This design comes from an exercise in tuning for small area on the open sky130 flow, not from production work. Only simulation tests tie the RTL to the original design; equivalence was not proved.

## cordic_pipelined
module cordic_pipelined
(
	input  clk,rst,
	input  signed [15:0] z,
	output signed [15:0] x,y
);
==> module cordic_pipelined, before the edit <==
module cordic_pipelined
(
	input  clk,rst,
	input  signed [15:0] z,
	output signed [15:0] x,y
);
	reg [15:0] z0_r;
	always @ (posedge clk) z0_r <= z;
	wire [15:0] zn1;
	cordic_zstep #(.W(16),.SITA(12868)) zs1 (.z_in(z0_r), .z_out(zn1));
	reg [15:0] z1_r;
	reg [0:0] d1_r;
	always @ (posedge clk) begin z1_r <= zn1[15:0]; d1_r <= z0_r[15]; end
	wire [15:0] zn2;
	cordic_zstep #(.W(16),.SITA(7596)) zs2 (.z_in(z1_r), .z_out(zn2));
	reg [14:0] z2_r;
	reg [1:0] d2_r;
	always @ (posedge clk) begin z2_r <= zn2[14:0]; d2_r <= {z1_r[15], d1_r}; end
	wire [14:0] zn3;
	cordic_zstep #(.W(15),.SITA(4014)) zs3 (.z_in(z2_r), .z_out(zn3));
	reg [14:0] z3_r;
	reg [2:0] d3_r;
	always @ (posedge clk) begin z3_r <= zn3[14:0]; d3_r <= {z2_r[14], d2_r}; end
	wire [14:0] zn4;
	cordic_zstep #(.W(15),.SITA(2037)) zs4 (.z_in(z3_r), .z_out(zn4));
	reg [13:0] z4_r;
	reg [3:0] d4_r;
	always @ (posedge clk) begin z4_r <= zn4[13:0]; d4_r <= {z3_r[14], d3_r}; end
	wire [13:0] zn5;
	cordic_zstep #(.W(14),.SITA(1023)) zs5 (.z_in(z4_r), .z_out(zn5));
	wire ovf = ~(&zn5[13:10]) & (|zn5[13:10]);
	wire [8:0] dl = ovf ? {9{zn5[13]}} : {zn5[10], ~zn5[9:2]};   
	reg [13:0] d5_r;   
	always @ (posedge clk) d5_r <= {dl[0],dl[1],dl[2],dl[3],dl[4],dl[5],dl[6],dl[7],dl[8], z4_r[13], d4_r};
	reg [13:0] d7_r;
	always @ (posedge clk) d7_r <= d5_r[13:0];
	reg [13:0] d8_r;
	always @ (posedge clk) d8_r <= d7_r[13:0];
	reg [13:0] d9_r;
	always @ (posedge clk) d9_r <= d8_r[13:0];
	wire [15:0] tx, ty;
	cordic_table tab (.d(d9_r[5:0]), .x(tx), .y(ty));
	wire [15:0] x7_c, y7_c;
	cordic_cell #(.N(6),.CS(5)) it6 (.d(d9_r[6]), .x_in(tx), .y_in(ty), .x_out(x7_c), .y_out(y7_c));
	reg [6:0] d10_r;
	always @ (posedge clk) d10_r <= d9_r[13:7];
	reg [15:0] x10_r, y10_r;
	always @ (posedge clk) begin x10_r <= x7_c; y10_r <= y7_c; end
	wire [15:0] x8_c, y8_c;
	cordic_cell #(.N(7),.LA(1),.F(1)) it7 (.d(d10_r[0]), .x_in(x10_r), .y_in(y10_r), .x_out(x8_c), .y_out(y8_c));
	wire [15:0] x9_c, y9_c;
	cordic_cell #(.N(8)) it8 (.d(d10_r[1]), .x_in(x8_c), .y_in(y8_c), .x_out(x9_c), .y_out(y9_c));
	reg [4:0] d11_r;
	always @ (posedge clk) d11_r <= d10_r[6:2];
	reg [15:0] x11_r, y11_r;
	always @ (posedge clk) begin x11_r <= x9_c; y11_r <= y9_c; end
	wire [15:0] x10_c, y10_c;
	cordic_cell #(.N(9),.LA(1)) it9 (.d(d11_r[0]), .x_in(x11_r), .y_in(y11_r), .x_out(x10_c), .y_out(y10_c));
	wire [15:0] x11_c, y11_c;
	cordic_cell #(.N(10)) it10 (.d(d11_r[1]), .x_in(x10_c), .y_in(y10_c), .x_out(x11_c), .y_out(y11_c));
	reg [2:0] d12_r;
	always @ (posedge clk) d12_r <= d11_r[4:2];
	reg [15:0] x12_r, y12_r;
	always @ (posedge clk) begin x12_r <= x11_c; y12_r <= y11_c; end
	wire [15:0] x12_c, y12_c;
	cordic_cell #(.N(11),.LA(1)) it11 (.d(d12_r[0]), .x_in(x12_r), .y_in(y12_r), .x_out(x12_c), .y_out(y12_c));
	wire [15:0] x13_c, y13_c;
	cordic_cell #(.N(12)) it12 (.d(d12_r[1]), .x_in(x12_c), .y_in(y12_c), .x_out(x13_c), .y_out(y13_c));
	reg [0:0] d13_r;
	always @ (posedge clk) d13_r <= d12_r[2:2];
	reg [15:0] x13_r, y13_r;
	always @ (posedge clk) begin x13_r <= x13_c; y13_r <= y13_c; end
	wire [15:0] x14_c, y14_c;
	cordic_cell #(.N(13)) it13 (.d(d13_r[0]), .x_in(x13_r), .y_in(y13_r), .x_out(x14_c), .y_out(y14_c));
	reg [15:0] x14_r, y14_r;
	always @ (posedge clk) begin x14_r <= x14_c; y14_r <= y14_c; end
	assign x = x14_r;
	assign y = y14_r;
endmodule
Settings: LEC_CHECK=0, CAP_MARGIN=20, CORE_MARGIN=2, CORE_UTILIZATION=40, CTS_BUF_LIST=sky130_fd_sc_hd__clkbuf_8, CTS_CLUSTER_DIAMETER=60, CTS_CLUSTER_SIZE=20, GPL_TIMING_DRIVEN=0, SLEW_MARGIN=20; clock period 7.0 ns.
standard.sh (not shown) runs the stock make flow with config.mk's settings and CLKGATE_MAP_FILE= SYNTH_SCRIPT=/design/flow/synth_recipe.tcl, a recipe that flattens the netlist after the stock synthesis.
==> flow/flow/run.sh <==
#!/bin/bash
# Layout flow: the standard flow (standard.sh) with the synthesised netlist
# re-optimised before floorplanning. The registers (their names and cells),
# the full adders and ports are kept; only the gates between them
# change, and the logic function stays the same:
#   1. fixpol.py re-chooses the polarity of each full adder and XOR gate so
#      that the inverters Yosys's extract_fa left around them go away (a full
#      adder is self-dual; an XOR gate absorbs input inversions and can be
#      swapped for an XNOR);
#   2. ABC re-maps the remaining gates for area (deepsyn, then map -a);
#   3. fixpol.py again.
# Port buffers use buf_1; CTS inserts no dummy loads. Each tool writes its full output to a log file of its
# own in this folder.
set -euo pipefail
W=$(pwd)
R="$W/orfs/results/${FLOW_PLATFORM}/cordic_pipelined/base"
LIB="$FLOW_HOME/platforms/${FLOW_PLATFORM}/lib/sky130_fd_sc_hd__tt_025C_1v80.lib"
YOSYS="$FLOW_HOME/../tools/install/yosys/bin/yosys"
[[ -x "$YOSYS" ]] || YOSYS=yosys
PORTBUF="BUFFER_PORTS_ARGS=-buffer_cell sky130_fd_sc_hd__buf_1"
# clock tree: the standard CTS call with config.mk's clustering, without dummy loads
CTSARGS="CTS_ARGS=-sink_clustering_enable -repair_clock_nets -dont_use_dummy_load -sink_clustering_size 20 -sink_clustering_max_diameter 60 -buf_list sky130_fd_sc_hd__clkbuf_8"
DONTUSE=$(sed -n '/^export DONT_USE_CELLS/,/^$/p' "$FLOW_HOME/platforms/${FLOW_PLATFORM}/config.mk" \
  | grep -o 'sky130_fd_sc_hd__[a-z0-9_]*' | sed 's/^/-dont_use /' | tr '\n' ' ')
PERIOD_PS=$(python3 -c "print(int(round(float('$FLOW_PERIOD_NS') * 1000)))")

# 1. standard synthesis (synth_recipe.tcl), netlist only
bash standard.sh "$PORTBUF" "$R/1_2_yosys.v" > "$W/flow_01_synth.log" 2>&1
cp "$R/1_2_yosys.v" "$W/net_0_synth.v"

top_only() {  # keep only the top module of a Yosys-written netlist
  python3 - "$1" "$2" "$FLOW_TOP" <<'PY'
import re, sys
t = open(sys.argv[1]).read()
mods = re.split(r'(?=^module )', t, flags=re.M)
keep = [m for m in mods if re.match(r'module %s\s*\(' % re.escape(sys.argv[3]), m)]
assert len(keep) == 1
open(sys.argv[2], 'w').write(keep[0])
PY
}

fixpol() {  # $1 in.v $2 out.v $3 log tag
  "$YOSYS" -p "read_liberty -lib $LIB; read_verilog $1; hierarchy -top $FLOW_TOP; write_json $W/$3_in.json" > "$W/flow_$3_read.log" 2>&1
  python3 "$W/flow/fixpol.py" "$W/$3_in.json" "$W/$3_out.json" > "$W/flow_$3_fixpol.log" 2>&1
  "$YOSYS" -p "read_json $W/$3_out.json; hierarchy -top $FLOW_TOP; opt_clean; write_verilog -noattr -nohex -nodec $W/$3_all.v" > "$W/flow_$3_write.log" 2>&1
  top_only "$W/$3_all.v" "$2"
}

# 2. polarity fix
fixpol "$W/net_0_synth.v" "$W/net_1_fixpol.v" 02

# 3. area re-mapping of the gates between registers, adders and ports
cat > "$W/resyn.abc" <<ABC
strash
&get -n
&deepsyn -J 50 -T 600
&put
dch
map -a
topo
ABC
KEEP="sky130_fd_sc_hd__fa_1 sky130_fd_sc_hd__fa_2 sky130_fd_sc_hd__fa_4 sky130_fd_sc_hd__dfxtp_1 sky130_fd_sc_hd__dfxtp_2 sky130_fd_sc_hd__dfxtp_4 sky130_fd_sc_hd__conb_1"
"$YOSYS" -p "read_liberty -ignore_miss_func $LIB; read_verilog $W/net_1_fixpol.v; hierarchy -top $FLOW_TOP; \
  setattr -mod -set keep_hierarchy 1 $KEEP; flatten; opt_clean; select $FLOW_TOP; \
  abc -D $PERIOD_PS -script $W/resyn.abc -liberty $LIB $DONTUSE; select -clear; opt_clean; \
  hierarchy -top $FLOW_TOP; write_verilog -noattr -nohex -nodec $W/03_all.v" > "$W/flow_03_resyn.log" 2>&1
top_only "$W/03_all.v" "$W/net_2_resyn.v"

# 4. polarity fix again
fixpol "$W/net_2_resyn.v" "$W/net_3_fixpol.v" 04

# keep the re-optimised netlist only if it has the same registers
python3 - "$W/net_0_synth.v" "$W/net_3_fixpol.v" > "$W/flow_05_regcheck.log" 2>&1 <<'PY'
import re, sys
def regs(f):
    t = open(f).read()
    return sorted(re.findall(r'(sky130_fd_sc_hd__df\w+)\s+(\S+)\s*\(', t))
a, b = regs(sys.argv[1]), regs(sys.argv[2])
print(len(a), 'registers in synthesis,', len(b), 'after')
assert [n for _, n in a] == [n for _, n in b], 'register names differ'
PY
cp "$W/net_3_fixpol.v" "$R/1_2_yosys.v"

# 5. the rest of the standard flow, from the re-optimised netlist
bash standard.sh "$PORTBUF" "$CTSARGS" finish > "$W/flow_06_layout.log" 2>&1
Other scripts of this flow, unchanged in this note and not shown: flow/flow/fixpol.py
Then changed:
--- a/flow/design.v
+++ b/flow/design.v
@@ -219,36 +219,38 @@
 	cordic_cell #(.N(6),.CS(5)) it6 (.d(d9_r[6]), .x_in(tx), .y_in(ty), .x_out(x7_c), .y_out(y7_c));
 	reg [6:0] d10_r;
 	always @ (posedge clk) d10_r <= d9_r[13:7];
 	reg [15:0] x10_r, y10_r;
 	always @ (posedge clk) begin x10_r <= x7_c; y10_r <= y7_c; end
 	wire [15:0] x8_c, y8_c;
-	cordic_cell #(.N(7),.LA(1),.F(1)) it7 (.d(d10_r[0]), .x_in(x10_r), .y_in(y10_r), .x_out(x8_c), .y_out(y8_c));
+	cordic_cell #(.N(7)) it7 (.d(d10_r[0]), .x_in(x10_r), .y_in(y10_r), .x_out(x8_c), .y_out(y8_c));
+	reg [5:0] d11_r;
+	always @ (posedge clk) d11_r <= d10_r[6:1];
+	reg [15:0] x11_r, y11_r;
+	always @ (posedge clk) begin x11_r <= x8_c; y11_r <= y8_c; end
 	wire [15:0] x9_c, y9_c;
-	cordic_cell #(.N(8)) it8 (.d(d10_r[1]), .x_in(x8_c), .y_in(y8_c), .x_out(x9_c), .y_out(y9_c));
-	reg [4:0] d11_r;
-	always @ (posedge clk) d11_r <= d10_r[6:2];
-	reg [15:0] x11_r, y11_r;
-	always @ (posedge clk) begin x11_r <= x9_c; y11_r <= y9_c; end
+	cordic_cell #(.N(8)) it8 (.d(d11_r[0]), .x_in(x11_r), .y_in(y11_r), .x_out(x9_c), .y_out(y9_c));
+	reg [4:0] d12_r;
+	always @ (posedge clk) d12_r <= d11_r[5:1];
+	reg [15:0] x12_r, y12_r;
+	always @ (posedge clk) begin x12_r <= x9_c; y12_r <= y9_c; end
 	wire [15:0] x10_c, y10_c;
-	cordic_cell #(.N(9),.LA(1)) it9 (.d(d11_r[0]), .x_in(x11_r), .y_in(y11_r), .x_out(x10_c), .y_out(y10_c));
+	cordic_cell #(.N(9),.LA(1)) it9 (.d(d12_r[0]), .x_in(x12_r), .y_in(y12_r), .x_out(x10_c), .y_out(y10_c));
 	wire [15:0] x11_c, y11_c;
-	cordic_cell #(.N(10)) it10 (.d(d11_r[1]), .x_in(x10_c), .y_in(y10_c), .x_out(x11_c), .y_out(y11_c));
-	reg [2:0] d12_r;
-	always @ (posedge clk) d12_r <= d11_r[4:2];
-	reg [15:0] x12_r, y12_r;
-	always @ (posedge clk) begin x12_r <= x11_c; y12_r <= y11_c; end
+	cordic_cell #(.N(10)) it10 (.d(d12_r[1]), .x_in(x10_c), .y_in(y10_c), .x_out(x11_c), .y_out(y11_c));
+	reg [2:0] d13_r;
+	always @ (posedge clk) d13_r <= d12_r[4:2];
+	reg [15:0] x13_r, y13_r;
+	always @ (posedge clk) begin x13_r <= x11_c; y13_r <= y11_c; end
 	wire [15:0] x12_c, y12_c;
-	cordic_cell #(.N(11),.LA(1)) it11 (.d(d12_r[0]), .x_in(x12_r), .y_in(y12_r), .x_out(x12_c), .y_out(y12_c));
+	cordic_cell #(.N(11),.LA(1)) it11 (.d(d13_r[0]), .x_in(x13_r), .y_in(y13_r), .x_out(x12_c), .y_out(y12_c));
 	wire [15:0] x13_c, y13_c;
-	cordic_cell #(.N(12)) it12 (.d(d12_r[1]), .x_in(x12_c), .y_in(y12_c), .x_out(x13_c), .y_out(y13_c));
-	reg [0:0] d13_r;
-	always @ (posedge clk) d13_r <= d12_r[2:2];
-	reg [15:0] x13_r, y13_r;
-	always @ (posedge clk) begin x13_r <= x13_c; y13_r <= y13_c; end
+	cordic_cell #(.N(12)) it12 (.d(d13_r[1]), .x_in(x12_c), .y_in(y12_c), .x_out(x13_c), .y_out(y13_c));
+	reg [0:0] d14_r;
+	always @ (posedge clk) d14_r <= d13_r[2:2];
+	reg [15:0] x14_r, y14_r;
+	always @ (posedge clk) begin x14_r <= x13_c; y14_r <= y13_c; end
 	wire [15:0] x14_c, y14_c;
-	cordic_cell #(.N(13)) it13 (.d(d13_r[0]), .x_in(x13_r), .y_in(y13_r), .x_out(x14_c), .y_out(y14_c));
-	reg [15:0] x14_r, y14_r;
-	always @ (posedge clk) begin x14_r <= x14_c; y14_r <= y14_c; end
-	assign x = x14_r;
-	assign y = y14_r;
-endmodule
+	cordic_cell #(.N(13)) it13 (.d(d14_r[0]), .x_in(x14_r), .y_in(y14_r), .x_out(x14_c), .y_out(y14_c));
+	assign x = x14_c;
+	assign y = y14_c;
+endmodule
Outcome: The new run finished with timing, DRC and antenna clean. Design area falls by 0.62%. Hold slack is worse by 0.041 ns. Utilization came out lower by 0.28 points. Sequential cell count grows by 6. Die area went down by 0.39%. Sequential share of layout area rose by 0.86 points. Worst setup slack degrades by 0.043 ns. Register-to-register slack got worse by 0.04 ns. Synthesized cell count shrinks by 1.7%. Via count went down by 2.1%. Clock-buffer cell count came out lower by 1.

[static timing again, ports no longer ideal]
In the flow no input, the clock included, has a driving cell. The finished layouts below were timed again as built, in two steps. Step 1 (the two cells are an assumption about what drives the block):
set clk [get_ports {clk}]
set_driving_cell -lib_cell sky130_fd_sc_hd__clkbuf_16 $clk
set_driving_cell -lib_cell sky130_fd_sc_hd__buf_2 [delete_from_list [all_inputs] $clk]
Step 2 adds t to the input delays and takes it off the output delays; t is the mean of the earliest and latest rising clock arrival at the registers after step 1. Input paths then give back, and output paths get back, about the clock's delay inside the block. a / b / c = ideal / step 1 / step 2; a / b = the first two.
run	t (ns)	slack for setup (ns)	worst data-port slew with drivers (ns)
the first run	0.623	0.477 / 0.477 / 0.477	0.04
the second run	0.593	0.435 / 0.435 / 0.435	0.04
After both steps setup and hold are still met in every run listed.
